Background: an optimization exercise with open tools, aiming at small area, a short achievable clock period and few clock cycles. Do not read the settings as production practice. The RTL was checked by simulation tests, not by an equivalence proof against the original design. Power and IR drop assume default switching activity.

File: flow/constraint.sdc
create_clock -name core_clock -period 8.0 [get_ports {CLK}]
set_input_delay 1.6000 -clock core_clock [delete_from_list [all_inputs] [get_ports {CLK}]]
set_output_delay 1.6000 -clock core_clock [all_outputs]
set_load 0.01 [all_outputs]
File: flow/config.mk
export PLATFORM = sky130hd
export DESIGN_NAME = sasanqua_core
export DESIGN_NICKNAME = sasanqua_core
export VERILOG_FILES = /design/flow/design.v
export SDC_FILE = /design/flow/constraint.sdc
export NUM_CORES = 4
export LEC_CHECK = 0
export CAP_MARGIN = 20
export CORE_MARGIN = 2
export CORE_UTILIZATION = 40
export PLACE_DENSITY = 0.5
export SETUP_SLACK_MARGIN = 4.3
export SLEW_MARGIN = 20
File: flow/run.sh
#!/bin/bash
# synth_recipe.tcl (not shown) runs the flow's synth.tcl, then flattens the netlist and writes it again
# the make line also repeats each setting of config.mk as NAME=value (left out here)
make -C /OpenROAD-flow-scripts/flow DESIGN_CONFIG=/design/flow/config.mk WORK_HOME=/design/flow/orfs CLKGATE_MAP_FILE= SYNTH_SCRIPT=/design/flow/synth_recipe.tcl finish
File: flow/design.v
module sasanqua_core
    (
        input wire          CLK,
        input wire          RST,
        output wire         INST_RDEN,
        output wire [31:0]  INST_RIADDR,
        input wire  [31:0]  INST_ROADDR,
        input wire          INST_RVALID,
        input wire  [31:0]  INST_RDATA,
        output wire         DATA_RDEN,
        output wire [31:0]  DATA_RIADDR,
        input wire  [31:0]  DATA_ROADDR,
        input wire          DATA_RVALID,
        input wire  [31:0]  DATA_RDATA,
        output wire         DATA_WREN,
        output wire [3:0]   DATA_WSTRB,
        output wire [31:0]  DATA_WADDR,
        output wire [31:0]  DATA_WDATA
    );
    reg  [31:1] fa;          
    reg  [31:1] pcd;         
    reg         fv;          
    reg         e_v;
    reg  [31:0] e_a, e_b;
    reg  [11:0] e_imm;       
    reg  [31:1] e_tgt;       
    reg  [31:1] e_link;      
    reg  [4:0]  e_rd;
    reg  [2:0]  e_f3;
    reg         e_alt;       
    reg         e_we;        
    reg         e_load, e_store, e_branch, e_pred, e_jalr, e_csr, e_trap, e_rep;
    reg         e_early;     
    reg  [3:0]  e_cause;
    reg  [4:0]  e_sh;        
    reg  [10:0] e_sel;
    reg  [4:0]  e_csel;      
    reg  [31:0] m_res, m_addr;      
    reg  [4:0]  m_rd;
    reg  [2:0]  m_f3;
    reg         m_we, m_load, m_store, m_redir;
    reg         w_we;
    reg  [4:0]  w_rd;
    reg  [31:0] w_data;
    reg         w_load;
    reg  [2:0]  w_f3;
    reg  [1:0]  w_off;
    reg  [31:0] mstatus, mtvec, mscratch, mepc, mcause;
    reg  [31:0] rf [1:31];
    wire        m_redirect = m_redir;
    assign DATA_RDEN   = 1'b1;
    assign DATA_RIADDR = m_addr;
    assign DATA_WREN   = m_store;
    assign DATA_WADDR  = m_addr;
    assign DATA_WDATA  = m_res;
    assign DATA_WSTRB  = m_f3[1] ? 4'b1111 : m_f3[0] ? 4'b0011 : 4'b0001;
    wire        e_ex       = e_v && !m_redirect;
    wire        e_redirect = e_early && !m_redirect;
    wire [32:0] addsub;
    ks_add alu_add (.A(e_a), .B(e_alt ? ~e_b : e_b), .CI(e_alt), .S(addsub));
    wire        eq  = e_a == e_b;
    wire        ltu = e_a < e_b;
    wire        lt  = (e_a[31] ^ e_b[31]) ? e_a[31] : ltu;
    reg         taken;
    always @* begin
        case (e_f3)
            3'd0:    taken = eq;
            3'd1:    taken = !eq;
            3'd4:    taken = lt;
            3'd5:    taken = !lt;
            3'd6:    taken = ltu;
            default: taken = !ltu;
        endcase
    end
    wire        sh_left = e_sel[9];
    reg  [31:0] sh_in, sh_rev;
    integer     k;
    always @* begin
        for (k = 0; k < 32; k = k + 1)
            sh_in[k] = sh_left ? e_a[31-k] : e_a[k];
    end
    wire [32:0] sh_ext = {e_alt && e_a[31], sh_in};
    wire [32:0] sh_out = $signed(sh_ext) >>> e_sh;
    always @* begin
        for (k = 0; k < 32; k = k + 1)
            sh_rev[k] = sh_left ? sh_out[31-k] : sh_out[k];
    end
    wire [31:0] csr_old = ({32{e_csel[0]}} & mstatus) | ({32{e_csel[1]}} & mtvec) |
                          ({32{e_csel[2]}} & mscratch) | ({32{e_csel[3]}} & mepc) |
                          ({32{e_csel[4]}} & mcause);
    reg  [31:0] csr_new;
    always @* begin
        case (e_f3)
            3'd1:    csr_new = e_a;
            3'd3:    csr_new = csr_old & ~e_a;
            3'd7:    csr_new = csr_old & ~e_a & 32'h3fff_ffff;
            default: csr_new = csr_old | e_a;
        endcase
    end
    wire [31:0] e_res = ({32{e_sel[10]}} & addsub[31:0]) |
                        ({32{e_sel[9]}}  & sh_rev) |
                        ({32{e_sel[8]}}  & sh_rev) |
                        {31'b0, e_sel[7] & lt} |
                        {31'b0, e_sel[6] & ltu} |
                        ({32{e_sel[5]}}  & (e_a ^ e_b)) |
                        ({32{e_sel[4]}}  & (e_a | e_b)) |
                        ({32{e_sel[3]}}  & (e_a & e_b)) |
                        ({32{e_sel[2]}}  & csr_old) |
                        ({32{e_sel[1]}}  & {e_link, 1'b0}) |
                        ({32{e_sel[0]}}  & e_b);
    wire [32:0] agu;
    ks_add agu_add (.A(e_a), .B({{20{e_imm[11]}}, e_imm}), .CI(1'b0), .S(agu));
    wire        mispredict = e_branch && (taken != e_pred);
    wire [31:0] e_addr = e_branch ? (taken ? {e_tgt, 1'b0} : {e_link, 1'b0}) : agu[31:0];
    wire [31:0] ld_sh = DATA_RDATA >> {w_off, 3'b000};
    reg  [31:0] ld_val;
    always @* begin
        case (w_f3)
            3'd0:    ld_val = {{24{ld_sh[7]}}, ld_sh[7:0]};
            3'd4:    ld_val = {24'b0, ld_sh[7:0]};
            3'd1:    ld_val = {{16{ld_sh[15]}}, ld_sh[15:0]};
            3'd5:    ld_val = {16'b0, ld_sh[15:0]};
            default: ld_val = ld_sh;
        endcase
    end
    wire [31:0] w_val = w_load ? ld_val : w_data;
    wire [31:0] inst = INST_RDATA;
    wire [6:0]  op   = inst[6:0];
    wire [2:0]  f3   = inst[14:12];
    wire [6:0]  f7   = inst[31:25];
    wire [4:0]  rd   = inst[11:7];
    wire [4:0]  rs1  = inst[19:15];
    wire [4:0]  rs2  = inst[24:20];
    wire [31:0] imm_i = {{20{inst[31]}}, inst[31:20]};
    wire [31:0] imm_b = {{19{inst[31]}}, inst[31], inst[7], inst[30:25], inst[11:8], 1'b0};
    wire [31:0] imm_u = {inst[31:12], 12'b0};
    wire [31:0] imm_j = {{11{inst[31]}}, inst[31], inst[19:12], inst[20], inst[30:21], 1'b0};
    wire o_op     = op == 7'b0110011;
    wire o_opimm  = op == 7'b0010011;
    wire o_lui    = op == 7'b0110111;
    wire o_auipc  = op == 7'b0010111;
    wire o_jal    = op == 7'b1101111;
    wire o_jalr   = op == 7'b1100111;
    wire o_branch = op == 7'b1100011;
    wire o_load   = op == 7'b0000011;
    wire o_store  = op == 7'b0100011;
    wire o_system = op == 7'b1110011;
    wire o_fence  = op == 7'b0001111;
    wire f7_zero  = f7 == 7'b0000000;
    wire f7_alt   = f7 == 7'b0100000;
    wire d_alu_ok = o_op ? (f7_zero || (f7_alt && (f3 == 3'd0 || f3 == 3'd5))) :
                    (f3 == 3'd1) ? f7_zero :
                    (f3 == 3'd5) ? (f7_zero || f7_alt) : 1'b1;
    wire d_alu    = ((o_op || o_opimm) && d_alu_ok) || o_lui || o_auipc;
    wire d_arith  = o_op || o_opimm;
    wire d_load   = o_load && (f3 == 3'd0 || f3 == 3'd1 || f3 == 3'd2 || f3 == 3'd4 || f3 == 3'd5);
    wire d_store  = o_store && (f3 == 3'd0 || f3 == 3'd1 || f3 == 3'd2);
    wire d_branch = o_branch && (f3 != 3'd2) && (f3 != 3'd3);
    wire d_jalr   = o_jalr && (f3 == 3'd0);
    wire d_csr    = o_system && (f3 != 3'd0) && (f3 != 3'd4);
    wire d_env    = o_system && (f3 == 3'd0) && f7_zero;
    wire d_ill    = !(o_op || o_opimm || o_lui || o_auipc || o_jal || o_jalr || o_branch ||
                      o_load || o_store || o_system || o_fence);
    wire d_trap   = d_env || d_ill;
    wire [3:0] d_cause = d_ill ? 4'd2 : (inst[31:20] == 12'h000) ? 4'd11 : 4'd3;
    wire d_we     = (d_alu || d_load || d_csr || o_jal || d_jalr) && (rd != 5'd0);
    wire use_rs1  = !(o_lui || o_auipc || o_jal || (o_system && f3[2]));
    wire use_rs2  = o_op || o_branch || o_store;
    wire [31:0] sel1 = 32'b1 << rs1;
    wire [31:0] sel2 = 32'b1 << rs2;
    reg  [31:0] rf1, rf2;
    integer     r;
    always @* begin
        rf1 = 32'b0;
        rf2 = 32'b0;
        for (r = 1; r < 32; r = r + 1) begin
            rf1 = rf1 | ({32{sel1[r]}} & rf[r]);
            rf2 = rf2 | ({32{sel2[r]}} & rf[r]);
        end
    end
    wire e_fwd = e_ex && e_we && !e_load;
    wire m_fwd = m_we && !m_load;
    wire [31:0] byp1 = (e_fwd && e_rd == rs1) ? e_res :
                       (m_fwd && m_rd == rs1) ? m_res :
                       (w_we  && w_rd == rs1) ? w_val : rf1;
    wire [31:0] byp2 = (e_fwd && e_rd == rs2) ? e_res :
                       (m_fwd && m_rd == rs2) ? m_res :
                       (w_we  && w_rd == rs2) ? w_val : rf2;
    wire e_ld  = e_v && e_load && e_we;
    wire m_ld  = m_load && m_we;
    wire dep   = (use_rs1 && ((e_ld && e_rd == rs1) || (m_ld && m_rd == rs1))) ||
                 (use_rs2 && ((e_ld && e_rd == rs2) || (m_ld && m_rd == rs2))) ||
                 (d_trap && e_v && e_csr && e_csel[1]);
    wire [31:0] d_a = o_lui ? 32'b0 : o_auipc ? {pcd, 1'b0} :
                      (o_system && f3[2]) ? {27'b0, rs1} : byp1;
    wire [31:0] d_b = (o_lui || o_auipc) ? imm_u : o_opimm ? imm_i : byp2;
    wire [31:0] t_off = op[3] ? imm_j : imm_b;
    wire [32:0] t_sum;
    ks_add tgt_add (.A({pcd, 1'b0}), .B(t_off), .CI(1'b0), .S(t_sum));
    wire pred   = d_branch && inst[31];
    wire [31:1] fetch_addr = m_redirect ? m_addr[31:1] : e_early ? e_tgt : fa;
    wire        take       = fv && !m_redirect && !e_redirect;
    assign INST_RDEN   = 1'b1;
    assign INST_RIADDR = {fetch_addr, 1'b0};
    always @(posedge CLK) begin
        if (RST) begin
            fa       <= 31'b0;
            fv       <= 1'b0;
            e_v      <= 1'b0;
            m_we     <= 1'b0;
            m_store  <= 1'b0;
            m_redir  <= 1'b0;
            w_we     <= 1'b0;
        end
        else begin
            fa       <= fetch_addr + 31'd2;
            fv       <= 1'b1;
            e_v      <= take;
            m_we     <= e_ex && e_we;
            m_store  <= e_ex && e_store;
            m_redir  <= e_ex && (e_jalr || mispredict);
            w_we     <= m_we;
        end
        pcd <= fetch_addr;
        e_a        <= d_a;
        e_b        <= d_b;
        e_imm      <= o_store ? {inst[31:25], inst[11:7]} : inst[31:20];
        e_tgt      <= dep ? pcd : d_trap ? {mtvec[31:2], 1'b0} : t_sum[31:1];
        e_link     <= fa;
        e_rd       <= rd;
        e_f3       <= (o_lui || o_auipc) ? 3'd0 : f3;
        e_alt      <= (o_op || (o_opimm && f3 == 3'd5)) && inst[30];
        e_we       <= d_we && !dep;
        e_load     <= d_load;
        e_store    <= d_store && !dep;
        e_branch   <= d_branch && !dep;
        e_pred     <= pred;
        e_jalr     <= d_jalr && !dep;
        e_sh       <= d_b[4:0];
        e_sel      <= {d_arith && f3 == 3'd0, d_arith && f3 == 3'd1, d_arith && f3 == 3'd5,
                       d_arith && f3 == 3'd2, d_arith && f3 == 3'd3, d_arith && f3 == 3'd4,
                       d_arith && f3 == 3'd6, d_arith && f3 == 3'd7, o_system,
                       o_jal || o_jalr, o_store} |
                      {o_lui || o_auipc, 10'b0};
        e_csr      <= d_csr && !dep;
        e_trap     <= d_trap && !dep;
        e_rep      <= dep;
        e_early    <= !RST && take && (dep || d_trap || o_jal || pred);
        e_cause    <= d_cause;
        e_csel     <= {inst[31:20] == 12'h342, inst[31:20] == 12'h341, inst[31:20] == 12'h340,
                       inst[31:20] == 12'h305, inst[31:20] == 12'h300};
        m_res   <= e_res;
        m_addr  <= e_addr;
        m_rd    <= e_rd;
        m_f3    <= e_f3;
        m_load  <= e_load;
        w_rd   <= m_rd;
        w_data <= m_res;
        w_load <= m_load;
        w_f3   <= m_f3;
        w_off  <= m_addr[1:0];
        if (RST) begin
            mstatus  <= 32'b0;
            mtvec    <= 32'b0;
            mscratch <= 32'b0;
            mepc     <= 32'b0;
            mcause   <= 32'b0;
        end
        else if (e_ex && e_trap) begin
            mstatus  <= {24'b0, mstatus[3], 7'b0};
            mepc     <= {e_link - 31'd2, 1'b0};
            mcause   <= {28'b0, e_cause};
        end
        else if (e_ex && e_csr) begin
            if (e_csel[0]) mstatus  <= csr_new;
            if (e_csel[1]) mtvec    <= csr_new;
            if (e_csel[2]) mscratch <= csr_new;
            if (e_csel[3]) mepc     <= csr_new;
            if (e_csel[4]) mcause   <= csr_new;
        end
    end
    genvar g;
    generate
        for (g = 1; g < 32; g = g + 1) begin : regs
            always @(posedge CLK)
                if (w_we && w_rd == g)
                    rf[g] <= w_val;
        end
    endgenerate
endmodule
module ks_add
    (
        input wire  [31:0]  A,
        input wire  [31:0]  B,
        input wire          CI,
        output wire [32:0]  S
    );
    wire [31:0] p  = A ^ B;
    wire [31:0] g0 = (A & B) | {31'b0, p[0] & CI};
    wire [31:0] t0 = p;
    wire [31:0] g1 = g0 | (t0 & {g0[30:0],  1'b0});
    wire [31:0] t1 = t0 &       {t0[30:0],  1'b0};
    wire [31:0] g2 = g1 | (t1 & {g1[29:0],  2'b0});
    wire [31:0] t2 = t1 &       {t1[29:0],  2'b0};
    wire [31:0] g3 = g2 | (t2 & {g2[27:0],  4'b0});
    wire [31:0] t3 = t2 &       {t2[27:0],  4'b0};
    wire [31:0] g4 = g3 | (t3 & {g3[23:0],  8'b0});
    wire [31:0] t4 = t3 &       {t3[23:0],  8'b0};
    wire [31:0] g  = g4 | (t4 & {g4[15:0], 16'b0});
    assign S = {g[31], p ^ {g[30:0], CI}};
endmodule
==> results of run 1 <==
## worst max-delay path: stages
cell and delay [ps]:
buf_6 120, bufbuf_16 280, nand3b_1 200, buf_4 170, buf_6 110, nor2_4 90, buf_4 190, buf_4 190
a22oi_1 190, nand2_1 110, nor3_1 230, nand4_1 320, o21ai_1 220, o21ai_1 110, a221oi_2 310, nor2_1 160
## path summary, 6_finish.rpt
path                                      start         endpoint  slack [ps]  cells past startpoint
worst max register to register    e_alt$_DFF_P_  e_b[22]$_DFF_P_        4310                     14
worst min register to register  m_f3[2]$_DFF_P_  w_f3[2]$_DFF_P_         330                      0
worst max-delay path             INST_RDATA[21]  e_b[15]$_DFF_P_        4090                     16
worst min-delay path            m_f3[2]$_DFF_P_  w_f3[2]$_DFF_P_         330                      0
## per-stage QoR
| step | total power (uW) | cells | area [um^2] | hold WS, ps | util, % |
|---|---|---|---|---|---|
| floorplan | 10600 | 6769 | 73900 | 310 | - |
| global placement | 12100 | 9269 | 80300 | 318 | 43.8 |
| CTS | 20200 | 9865 | 90600 | 335 | 49.5 |
| global route | 21000 | 9967 | 92800 | 342 | 50.7 |
| detailed placement | 12100 | 9269 | 80300 | 319 | 43.8 |
| finish | 20600 | 9984 | 92800 | 333 | 50.7 |
## cell usage after synthesis, types with 73 or more instances
master	n	area share [%]
o21ai_0	187	1.3
a221oi_1	124	1.5
ha_1	189	3.2
a222oi_1	81	1.1
edfxtp_1	992	40
xor2_1	98	1.2
a21oi_1	322	2.2
mux2i_1	158	2.1
xnor2_1	86	1.0
nor2_1	611	3.1
clkbuf_1	311	1.6
a22oi_1	858	8.7
nand2_1	630	3.2
nand3_1	106	0.72
nor3_1	86	0.58
buf_1	73	0.37
inv_1	143	0.73
nand4_1	89	0.76
a211oi_1	157	1.6
dfxtp_1	518	14
## metal layers
layer  wire length [um]  up-vias  share of wire [%]  GRT usage [%]
li1                   -    27500                  -              -
met2             180000     6545                 42           65.0
met1             140000    34300                 33           49.4
met4              48700       18                 11           39.5
met3              59000     2134                 14           17.4
met5                317        -              0.074          0.911
## what timing repair did
action | CTS | global route
setup buffers | 268 | 86
gates resized for setup | 682 | 291
pin swaps | 115 | 112
cloned | 25 | 6
setup endpoints to repair | 232 | 137
## area by class of cell
| type | instances | area share [%] |
|---|---|---|
| Clock inverter | 85 | 0.979 |
| Multi-Input combinational cell | 4609 | 36.6 |
| Tap cell | 2464 | 3.32 |
| Inverter | 148 | 0.638 |
| Timing Repair inverter | 3 | 0.0162 |
| Sequential cell | 1510 | 43.4 |
| Timing Repair Buffer | 921 | 10.1 |
| Clock buffer | 218 | 4.90 |
| Antenna cell | 26 | 0.0701 |
## cells by family after synthesis
group,count (synthesis),share of synthesized area (%)
compound gates,2139,20.8
simple gates,1849,11.5
flops,1510,54.5
buf+inv,655,3.79
mux,236,3.92
fa+ha+maj,192,3.29
xor+xnor,184,2.19
other cells,2,0.0102
## power groups by stage
stage          combinational [uW]  sequential, uW  clock (uW)
6_report                     3960            8730        7880
5_1_grt                      4090            8740        8190
2_1_floorplan                1810            8780           0
3_3_place_gp                 3180            8880           0
3_5_place_dp                 3180            8880           0
4_1_cts                      3600            8730        7880
==> out/results.tsv, run 1 <==
stage	metric	value	unit
timing	tns	0	ps
cells_and_area	num-nets-final	7682	
power_and_ir_drop	p_seq_share	42.4	%
yosys	ys.flop_type	edfxtp_1	
power_and_ir_drop	power_frac_comb	19.3	%
die	io_pins	267	
global_route	grt_max_degree	72	
timing	max_freq	256	MHz
cts	path_clk_slew	60	ps
cells_and_area	multi_input_area	34000	um^2
die	die_h	433	um
run_status	status	no timing/DRC/antenna violations	
cells_and_area	final_common_cell	edfxtp_1	
power_and_ir_drop	p_clk_share	38.3	%
yosys	syn_avg_cell_area	10.9	um^2
cells_and_area	area_growth	26.0	%
cts	h-tree-depth	4	
yosys	synth.distinct_cells	104	
cells_and_area	layout-drive-gt1-share	21.9	%
cts	cts-root-buf	clkbuf_16	
worst_setup_path	startpoint_type	input pin	
cts	ctsHoldBuffers	0	
yosys	yosysWarnings	2	
placement	hpwl	269	mm
timing	relSlewSlack	19.5	%
timing	period_share	48.9	%
worst_setup_path	required	8710	ps
cells_and_area	seq_area	40300	um^2
cts	cts_made_buffers	165	
yosys	ys_ff_latch	1510	
power_and_ir_drop	power-per-cell-area	222	nW/um^2
routing	routedWlPerCell	42.9	um
timing	fin_skew	53.4	ps
yosys	synthCells	6767	
cts	clk_latency	890	ps
timing	rsz0062_at_grt	true	
yosys	ys_seq_area_share	54.5	%
power_and_ir_drop	netSwitchingFraction	29.7	%
cts	clock_sinks	1510	
yosys	async_flop_share	0	%
routing	totalWireLength	428	mm
cells_and_area	fillers	16400	
global_route	grt_overflow	0	
cts	cts_tree	done	
timing	slew_viol_final	0	
routing	drcViolationCount	0	
power_and_ir_drop	intPower	14500	uW
routing	detail-route-antenna-nets	0	
placement	portBuffers	196	
worst_setup_path	crit_type	input pin to flip-flop	
die	core_area	183000	um^2
cells_and_area	largest_reg_flops	992	
cts	clock_path_buffers	3	
global_route	antenna_found_initial	32	
run	max_cap_viol_count	0	
worst_setup_path	cp-end-kind	flip-flop	
routing	via_per_inst	7.05	
power_and_ir_drop	ir_drop	191	uV
placement	gp_congestion	1.02	
cells_and_area	regMostFlops	rf	
yosys	syn_area	73700	um^2
hold_path	min_path_type	flip-flop to flip-flop	
global_route	grt_first_pass_wirelength	564	mm
power_and_ir_drop	p_leak	0.0337	uW
die	die_w	433	um
timing	worst_pin_slew	1210	ps
worst_setup_path	worstPathArrival	4620	ps
routing	num_vias	70400	
die	initial_core_util	40.2	%
power_and_ir_drop	switching_power	6110	uW
worst_setup_path	cp_max_fo	7	
yosys	synth-edff-count	992	
routing	first_iter_violations	13200	
placement	preCtsSetupSlack	1730	ps
timing	report.final.setup_viol	0	
timing	min_period	3910	ps
cells_and_area	final_cell_mix	992 x edfxtp_1, 855 x a22oi_1, 616 x nand2_1, 553 x buf_4, 499 x nor2_1	
die	dieArea	188000	um^2
timing	hold_violations	0	
timing	timing.final.ws_setup	4090	ps
global_route	grt_util_all_layers	44.2	%
routing	drt-pass1-iter-count	10	
die	rows	157	
global_route	grt_pass1_vias	65800	
Testbench counts, summed over its fixed seeds: cycles 130,858.
==> run 2, diff against run 1 <==
--- a/flow/design.v
+++ b/flow/design.v
@@ -18,5 +18,5 @@
         output wire [31:0]  DATA_WDATA
     );
-    reg  [31:1] fa;          
+    reg  [31:1] nf;          
     reg  [31:1] pcd;         
     reg         fv;          
@@ -198,6 +198,7 @@
     wire [32:0] t_sum;
     ks_add tgt_add (.A({pcd, 1'b0}), .B(t_off), .CI(1'b0), .S(t_sum));
+    wire [31:1] d_tgt = t_sum[31:1];
     wire pred   = d_branch && inst[31];
-    wire [31:1] fetch_addr = m_redirect ? m_addr[31:1] : e_early ? e_tgt : fa;
+    wire [31:1] fetch_addr = m_redirect ? m_addr[31:1] : nf;
     wire        take       = fv && !m_redirect && !e_redirect;
     assign INST_RDEN   = 1'b1;
@@ -205,5 +206,5 @@
     always @(posedge CLK) begin
         if (RST) begin
-            fa       <= 31'b0;
+            nf       <= 31'b0;
             fv       <= 1'b0;
             e_v      <= 1'b0;
@@ -214,5 +215,7 @@
         end
         else begin
-            fa       <= fetch_addr + 31'd2;
+            nf       <= !take ? fetch_addr + 31'd2 :
+                        dep ? pcd : d_trap ? {mtvec[31:2], 1'b0} :
+                        (o_jal || pred) ? d_tgt : fetch_addr + 31'd2;
             fv       <= 1'b1;
             e_v      <= take;
@@ -226,6 +229,6 @@
         e_b        <= d_b;
         e_imm      <= o_store ? {inst[31:25], inst[11:7]} : inst[31:20];
-        e_tgt      <= dep ? pcd : d_trap ? {mtvec[31:2], 1'b0} : t_sum[31:1];
-        e_link     <= fa;
+        e_tgt      <= d_tgt;
+        e_link     <= pcd + 31'd2;
         e_rd       <= rd;
         e_f3       <= (o_lui || o_auipc) ? 3'd0 : f3;
==> run 2 against run 1 <==
Against the previous run: sequential power is essentially flat; via count decreased by 0.63%; clock power is 2% higher; count of clock-buffer cells in the layout shrank 4; still clean on timing, DRC and antenna; critical endpoint is now e_a[27]$_SDFF_PP0_; first-iteration DRC count is 2.6% lower; cell count shrank 0.77%; critical path depth down 3; register-to-register slack worse by 110 ps.
==> out/results.tsv, run 2 <==
stage	metric	value	unit	change
run_status	status	no timing/DRC/antenna violations		
worst_setup_path	r2r_start	w_we$_SDFF_PP0_		
cts	cts-root-buf	clkbuf_16		
cts	cts_made_buffers	168		+1.8%
routing	first_iter_violations	12800		-2.6%
yosys	synth.distinct_cells	100		-3.8%
routing	totalWireLength	422	mm	-1.5%
timing	fin_skew	80.1	ps	+26.7 ps
cts	ctsHoldBuffers	0		unchanged
routing	drcViolationCount	0		unchanged
worst_setup_path	worstPathArrival	4540	ps	-80 ps
global_route	grt_overflow	0		unchanged
yosys	synth_simple_gate_area_share	11.7	%	+0.28 points
worst_setup_path	reg2reg_slack	4200	ps	-110 ps
timing	rsz0062_at_grt	true		
timing	min_period	3840	ps	-67.5 ps
yosys	synth_area_leaders	edfxtp_1 40%, dfxtp_1 14%, a22oi_1 8.7%, ha_1 3.2%, nand2_1 2.8%		
cts	path_clk_slew	60	ps	about the same
die	io_pins	267		unchanged
timing	max_freq	260	MHz	+1.8%
worst_setup_path	worstSetupStartpoint	DATA_RDATA[15]		
yosys	synthAdderAreaFrac	3.27	%	-0.024 points
yosys	synthMuxAreaShare	3.83	%	-0.086 points
die	initial_core_util	40.2	%	about the same
hold_path	timing.hold.worst_path_depth	0		unchanged
worst_setup_path	worst-r2r-cell-count	3		-11
worst_setup_path	cp_max_fo	9		+2
placement	hpwl	257	mm	-4.3%
run	max_cap_viol_count	0		unchanged
yosys	ys_ff_latch	1510		unchanged
power_and_ir_drop	p_leak	0.0335	uW	-0.44%
yosys	synthCells	6832		+0.96%
cts	clock_sinks	1510		unchanged
yosys	synth.most_common_cell	edfxtp_1		
routing	routedWlPerCell	42.5	um	-0.71%
worst_setup_path	crit_path_end	e_a[27]$_SDFF_PP0_		
yosys	syn_avg_cell_area	10.9	um^2	+0.31%
yosys	yosysWarnings	2		unchanged
cts	clock_path_buffers	3		unchanged
yosys	ys_seq_area_share	53.8	%	-0.68 points
cells_and_area	area_growth	23.6	%	
global_route	grt_util_all_layers	42.4	%	-1.8 points
yosys	synth-edff-count	992		unchanged
routing	detail-route-antenna-nets	0		unchanged
worst_setup_path	crit_type	input pin to flip-flop		
power_and_ir_drop	power-per-cell-area	222	nW/um^2	about the same
timing	whs	384	ps	+50.6 ps
die	core_area	185000	um^2	+1.3%
global_route	grt_max_degree	65		-9.7%
yosys	synth_top_area_share	39.9	%	-0.51 points
global_route	grt_first_pass_wirelength	556	mm	-1.3%
worst_setup_path	worst_r2r_endpoint	rf[24][18]$_DFFE_PP_		
timing	worst_pin_slew	1270	ps	+61.0 ps
cells_and_area	final_cell_mix	992 x edfxtp_1, 862 x a22oi_1, 532 x nand2_1, 489 x dfxtp_1, 461 x buf_4		
cells_and_area	num-nets-final	7604		-1.0%
cts	clk_latency	900	ps	about the same
worst_setup_path	startpoint_type	input pin		
routing	via_per_inst	7.06		+0.14%
cts	cts_tree	done		
hold_path	min_path_type	flip-flop to flip-flop		
timing	relSlewSlack	15.3	%	-4.2 points
power_and_ir_drop	total_power	20400	uW	-0.77%
timing	hold_violations	0		unchanged
yosys	ys.flop_type	edfxtp_1		
die	die_h	436	um	+0.63%
routing	num_vias	70000		-0.63%
timing	tns	0	ps	unchanged
routing	drt-pass1-iter-count	9		-1
worst_setup_path	cp-end-kind	flip-flop		
worst_setup_path	required	8700	ps	about the same
cts	h-tree-depth	4		unchanged
yosys	synth_top_area_cell	edfxtp_1		
power_and_ir_drop	ir_drop	167	uV	-13%
placement	gp_congestion	1.03		+1.0%
yosys	ys_top_cells_by_count	992 x edfxtp_1, 863 x a22oi_1, 550 x nand2_1		
cells_and_area	largest_reg_flops	992		unchanged
die	die_w	436	um	+0.63%
yosys	synth_top_family_by_area	compound AO/OA/AOI/OAI gates		
cells_and_area	final_common_cell	edfxtp_1		
placement	portBuffers	196		unchanged
timing	period_share	48.0	%	-0.84 points
yosys	synth_compound_area_share	21.1	%	+0.29 points
timing	report.final.setup_viol	0		unchanged
die	rows	158		+0.64%
global_route	grt_pass1_vias	65300		-0.83%
die	dieArea	190000	um^2	+1.3%
yosys	synth_xor_area_share	2.43	%	+0.24 points
cells_and_area	layout-drive-gt1-share	20.2	%	-1.7 points
cells_and_area	regMostFlops	rf		
yosys	syn_area	74600	um^2	+1.3%
timing	slew_viol_final	0		unchanged
global_route	antenna_found_initial	26		-19%
yosys	async_flop_share	0	%	unchanged
## run 2: cell count changes after synthesis, sizes merged, moves of 54 or more
cell / delta
nor2: -88
nand2: -80
clkbuf: +73
nand3: +63
a21oi: -54
and2: +54
## run 2: power by group
group | leakage, uW | internal (uW) | switching [uW]
logic | 0.0178 | 1430 | 2220
clock network | 0.00276 | 4590 | 3450
registers | 0.0130 | 8440 | 296
total | 0.0335 | 14500 | 5970
## run 2: layout make-up
class,instances,area [um^2]
clock inverters,95,1040
flip-flops and latches,1510,40200
repair inverters,5,27.5
well taps,2480,3100
inverters,161,643
diodes,9,22.5
clock buffers,214,4590
repair buffers,790,7780
fillers,16800,93300
multi-input cells,4643,34800
## run 2: worst min path at each step
| stage | start | to | slack (ps) |
|---|---|---|---|
| global route | e_load$_DFF_P_ | m_load$_DFF_P_ | 380 |
| floorplan | m_f3[2]$_DFF_P_ | w_f3[2]$_DFF_P_ | 310 |
| CTS | e_load$_DFF_P_ | m_load$_DFF_P_ | 380 |
| detailed placement | e_load$_DFF_P_ | m_load$_DFF_P_ | 360 |
| finish | e_load$_DFF_P_ | m_load$_DFF_P_ | 380 |
| global placement | m_addr[0]$_SDFF_PP0_ | w_off[0]$_DFF_P_ | 370 |
## run 2: through the flow
step | util, % | worst slack [ps] | instances | instance area (um^2)
after floorplan | - | 3520 | 6834 | 75000
after global placement | 43.4 | 1610 | 9257 | 80500
after detailed placement | 43.4 | 1560 | 9258 | 80500
after CTS | 48.6 | 4170 | 9786 | 90200
after global routing | 49.7 | 4140 | 9899 | 92200
final | 49.7 | 4160 | 9907 | 92200
## run 2: critical path, cell delays in order
cell and delay (ps):
clkdlybuf4s50_1 420, mux4_2 530, a21boi_4 230, o21ai_2 100, buf_12 170, buf_8 160, buf_4 150, a21oi_4 270
nor2_4 120, nor2_1 190, a211oi_2 140, a211oi_2 340, o31ai_1 110
## run 2: repair_timing
| item | CTS | global route |
|---|---|---|
| pin swaps | 81 | 64 |
| gates resized for setup | 691 | 250 |
| buffers inserted | 193 | 104 |
| cloned | 26 | 8 |
| endpoints found under the setup margin | 307 | 196 |
## run 2: kinds of logic (layout without fill, tap and decap cells)
group           Yosys count  count (layout)
simple gates           1857            1868
mux                     220             220
compound gates         2147            2151
xor+xnor                207             207
buf+inv                 696            1265
other cells               2              13
flops                  1510            1510
fa+ha+maj               193             193
## run 2: metal layers
layer	wire (um)	track usage (%)	up-vias	share of wire, %
met3	55900	14.5	2026	13
met5	238	0.277	-	0.056
li1	-	-	27500	-
met2	179000	63.3	6322	42
met4	45800	36.2	22	11
met1	141000	48.6	34000	33
Testbench counts of run 2, summed over its fixed seeds: cycles 130,858.
==> run 3, diff against run 2 <==
--- a/flow/config.mk
+++ b/flow/config.mk
@@ -9,4 +9,6 @@
 export CORE_MARGIN = 2
 export CORE_UTILIZATION = 40
+export CTS_CLUSTER_DIAMETER = 70
+export CTS_CLUSTER_SIZE = 32
 export PLACE_DENSITY = 0.5
 export SETUP_SLACK_MARGIN = 4.3
==> run 3 against run 2 <==
Against the previous run: design area fell by 1.2%; power fell by 9.7%; die area is the same; non-clock buffer count increased by 51; critical path type unchanged; critical endpoint is now e_a[4]$_SDFF_PP0_; largest power group unchanged.
==> out/results.tsv, run 3 <==
stage	metric	value	unit	change
yosys	async_flop_share	0	%	unchanged
hold_path	timing.hold.worst_path_depth	0		unchanged
yosys	syn_area	74600	um^2	unchanged
hold_path	min_path_type	flip-flop to flip-flop		
power_and_ir_drop	p_seq_share	47.2	%	+4.4 points
yosys	synth_top_area_share	39.9	%	unchanged
power_and_ir_drop	power-per-cell-area	203	nW/um^2	-8.6%
worst_setup_path	cp_max_fo	16		+7
hold_path	hold_path_end	w_off[0]$_DFF_P_		
global_route	grt_busiest_layer	met2		
hold_path	min_from	m_addr[0]$_SDFF_PP0_		
routing	via_per_inst	7.10		+0.59%
worst_setup_path	worst_path_most_repeated_cell	mux2i_1		
global_route	grt_util_all_layers	42.4	%	about the same
die	die_h	436	um	unchanged
worst_setup_path	r2r_start	w_we$_SDFF_PP0_		
power_and_ir_drop	p_leak	0.0330	uW	-1.7%
cells_and_area	finalInstanceArea	91100	um^2	-1.2%
routing	detail-route-antenna-nets	0		unchanged
yosys	synth.most_common_cell	edfxtp_1		
power_and_ir_drop	intPower	12600	uW	-13%
worst_setup_path	critPathSlowestCell	clkdlybuf4s50_1		
die	dieArea	190000	um^2	unchanged
cells_and_area	final_cell_mix	992 x edfxtp_1, 859 x a22oi_1, 535 x nand2_1, 495 x buf_4, 493 x dfxtp_1		
global_route	grt_overflow	0		unchanged
routing	drt-pass1-iter-count	7		-2
yosys	yosysWarnings	2		unchanged
worst_setup_path	cp_cell_sequence	clkdlybuf4s50_1 -> mux2i_1 -> a21oi_2 -> mux2i_4 -> clkinvlp_4 -> nor2_1 -> a31oi_2 -> mux2i_1 -> a221oi_1		
routing	routedWlPerCell	42.7	um	+0.33%
placement	hpwl	257	mm	unchanged
yosys	synth_top_area_cell	edfxtp_1		
global_route	grt_first_pass_wirelength	556	mm	about the same
worst_setup_path	cp-end-kind	flip-flop		
yosys	synth_area_leaders	edfxtp_1 40%, dfxtp_1 14%, a22oi_1 8.7%, ha_1 3.2%, nand2_1 2.8%		
die	initial_core_util	40.2	%	unchanged
placement	portBuffers	196		unchanged
worst_setup_path	worst-r2r-cell-count	3		unchanged
yosys	ys_seq_area_share	53.8	%	unchanged
worst_setup_path	worstPathArrival	4620	ps	+80 ps
cts	clock_path_buffers	3		unchanged
power_and_ir_drop	power_frac_comb	19.7	%	+1.9 points
yosys	ys_ff_latch	1510		unchanged
yosys	syn_avg_cell_area	10.9	um^2	unchanged
worst_setup_path	worst_r2r_endpoint	rf[24][18]$_DFFE_PP_		
power_and_ir_drop	switching_power	5860	uW	-1.8%
timing	rsz0062_at_grt	true		
yosys	ys_top_cells_by_count	992 x edfxtp_1, 863 x a22oi_1, 550 x nand2_1		
timing	period_share	49.2	%	+1.2 points
global_route	met1_usage	48.9	%	+0.28 points
timing	report.final.setup_viol	0		unchanged
die	core_area	185000	um^2	unchanged
power_and_ir_drop	ir_drop	179	uV	+7.4%
timing	whs	390	ps	+6.49 ps
die	rows	158		unchanged
global_route	use_met2	63.4	%	+0.11 points
yosys	ys.flop_type	edfxtp_1		
power_and_ir_drop	p_clk_share	33.0	%	-6.4 points
run	max_cap_viol_count	0		unchanged
global_route	met3_usage	14.1	%	-0.46 points
die	io_pins	267		unchanged
yosys	synthCells	6832		unchanged
cells_and_area	largest_reg_flops	992		unchanged
cts	cts_made_buffers	104		-38%
power_and_ir_drop	netSwitchingFraction	31.8	%	+2.5 points
global_route	antenna_found_initial	29		+12%
die	die_w	436	um	unchanged
cts	clock_sinks	1510		unchanged
worst_setup_path	crit_type	input pin to flip-flop		
timing	tns	0	ps	unchanged
cells_and_area	regMostFlops	rf		
routing	first_iter_violations	13200		+3.0%
cts	clk_latency	860	ps	-40 ps
cts	h-tree-depth	3		-1
routing	totalWireLength	421	mm	-0.22%
timing	min_period	3930	ps	+92.5 ps
timing	fin_skew	93.3	ps	+13.2 ps
cells_and_area	num-nets-final	7588		-0.21%
worst_setup_path	required	8690	ps	about the same
worst_setup_path	startpoint_type	input pin		
placement	place_area	80500	um^2	unchanged
cts	cts-root-buf	clkbuf_16		
routing	num_vias	70000		+0.034%
yosys	synth-edff-count	992		unchanged
global_route	grt_pass1_vias	64700		-0.86%
cells_and_area	area_growth	22.1	%	
worst_setup_path	slowest_delay	600	ps	+70 ps
cts	cts_tree	done		
timing	hold_violations	0		unchanged
worst_setup_path	reg2reg_slack	4210	ps	about the same
yosys	synth.distinct_cells	100		unchanged
run_status	status	no timing/DRC/antenna violations		
timing	relSlewSlack	18.3	%	+2.9 points
cells_and_area	layout-drive-gt1-share	20.2	%	-0.025 points
timing	slew_viol_final	0		unchanged
cells_and_area	final_common_cell	edfxtp_1		
cts	path_clk_slew	100	ps	+40 ps
global_route	grt_max_degree	65		unchanged
placement	gp_congestion	1.03		unchanged
cells_and_area	fin_util	49.1	%	-0.60 points
timing	worst_pin_slew	1220	ps	-44.1 ps
routing	drcViolationCount	0		unchanged
timing	max_freq	254	MHz	-2.4%
cells_and_area	fillers	16900		+0.47%
run 3: power by group through the flow:
stage / clock network [uW] / registers, uW / logic [uW]
3_3_place_gp: 0 / 8860 / 3090
4_1_cts: 6100 / 8700 / 3370
3_5_place_dp: 0 / 8860 / 3090
6_report: 6090 / 8720 / 3640
5_1_grt: 6360 / 8730 / 3750
2_1_floorplan: 0 / 8780 / 1790
run 3: through the flow:
step | std cells | setup slack [ps] | power, uW
floorplan | 6834 | 3520 | 10600
global placement | 9257 | 1610 | 11900
detailed placement | 9258 | 1560 | 12000
CTS | 9707 | 4210 | 18200
global route | 9840 | 4080 | 18800
finish | 9852 | 4070 | 18400
run 3: layout make-up:
type | count | area [um^2] | share of cell area [%]
Sequential cell | 1510 | 40200 | 44.1
Multi-Input combinational cell | 4642 | 34800 | 38.2
Timing Repair Buffer | 841 | 8470 | 9.31
Tap cell | 2480 | 3100 | 3.41
Clock buffer | 113 | 2700 | 2.96
Clock inverter | 83 | 1060 | 1.17
Inverter | 161 | 633 | 0.695
Antenna cell | 19 | 47.5 | 0.0522
Timing Repair inverter | 3 | 15.0 | 0.0165
run 3: metal layers:
metal / wire length (um) / up-vias
li1: - / 27500
met1: 141000 / 34200
met2: 179000 / 6267
met3: 54600 / 1951
met4: 45800 / 26
met5: 330 / -
run 3: what timing repair did:
action | in CTS | in global routing
gates cloned | 27 | 8
buffers inserted | 226 | 117
pin swaps | 97 | 87
gates resized for setup | 728 | 220
setup endpoints to repair | 320 | 199
hold buffers | 0 | 0
run 3: kinds of logic (layout without fill, tap and decap cells):
kind of cell	Yosys count	after routing	synth area share, %
AOI/OAI and AO/OA	2147	2150	21.1
and+or+nand+nor	1857	1868	11.7
DFF	1510	1510	53.8
buffers and inverters	696	1201	3.78
muxes	220	220	3.83
xor gates and xnor gates	207	207	2.43
adders and majority gates	193	193	3.27
other	2	23	0.0101
run 3: critical path: cells and delay by family:
| kind | cells | cell delay [ps] |
|---|---|---|
| multiplexers | 3 | 660 |
| AO/OA/AOI/OAI | 3 | 1330 |
| buffers and inverters | 2 | 920 |
| AND/OR/NAND/NOR | 1 | 100 |
run 3: how the worst max path moves through the flow:
stage	startpoint	slack, ps	cells past startpoint	end
final	DATA_RDATA[28]	4070	9	e_a[4]$_SDFF_PP0_
after global routing	DATA_RDATA[3]	4080	10	e_a[3]$_SDFF_PP0_
after CTS	m_redir$_SDFF_PP0_	4210	5	INST_RIADDR[19]
after detailed placement	INST_RDATA[3]	1560	11	nf[15]$_SDFF_PP0_
after global placement	INST_RDATA[3]	1610	11	nf[15]$_SDFF_PP0_
after floorplan	INST_RDATA[24]	3520	15	nf[31]$_SDFF_PP0_

-- what the ideal ports hide --
How much do the figures lean on ideal ports? The routed layouts below were timed once more, with nothing changed but the port constraints. Step 1 (the two cells are an assumption about what drives the block):
set clk [get_ports {CLK}]
set_driving_cell -lib_cell sky130_fd_sc_hd__clkbuf_16 $clk
set_driving_cell -lib_cell sky130_fd_sc_hd__buf_2 [delete_from_list [all_inputs] $clk]
Step 2 adds t to the input delays and takes it off the output delays; t is the mean of the earliest and latest rising clock arrival at the registers after step 1. Input paths then give back, and output paths get back, about the clock's delay inside the block. Three values: ideal ports, drivers, drivers and shift; two values: the first two.
run | t (ns) | setup slack, ns | hold slack, ns | slew at the worst register clock pin (ns)
run 1 | 0.957 | 4.090 / 4.033 / 3.168 | 0.333 / 0.333 / 0.333 | 0.07 / 0.07
run 2 | 0.944 | 4.158 / 4.058 / 3.114 | 0.384 / 0.384 / 0.384 | 0.07 / 0.07
run 3 | 0.901 | 4.065 / 4.023 / 3.122 | 0.390 / 0.390 / 0.390 | 0.11 / 0.11
After both steps every run listed still meets setup and hold. The setup slack of run 2, which loses most, moves by -0.100 ns with the drivers and by -1.044 ns with both steps.
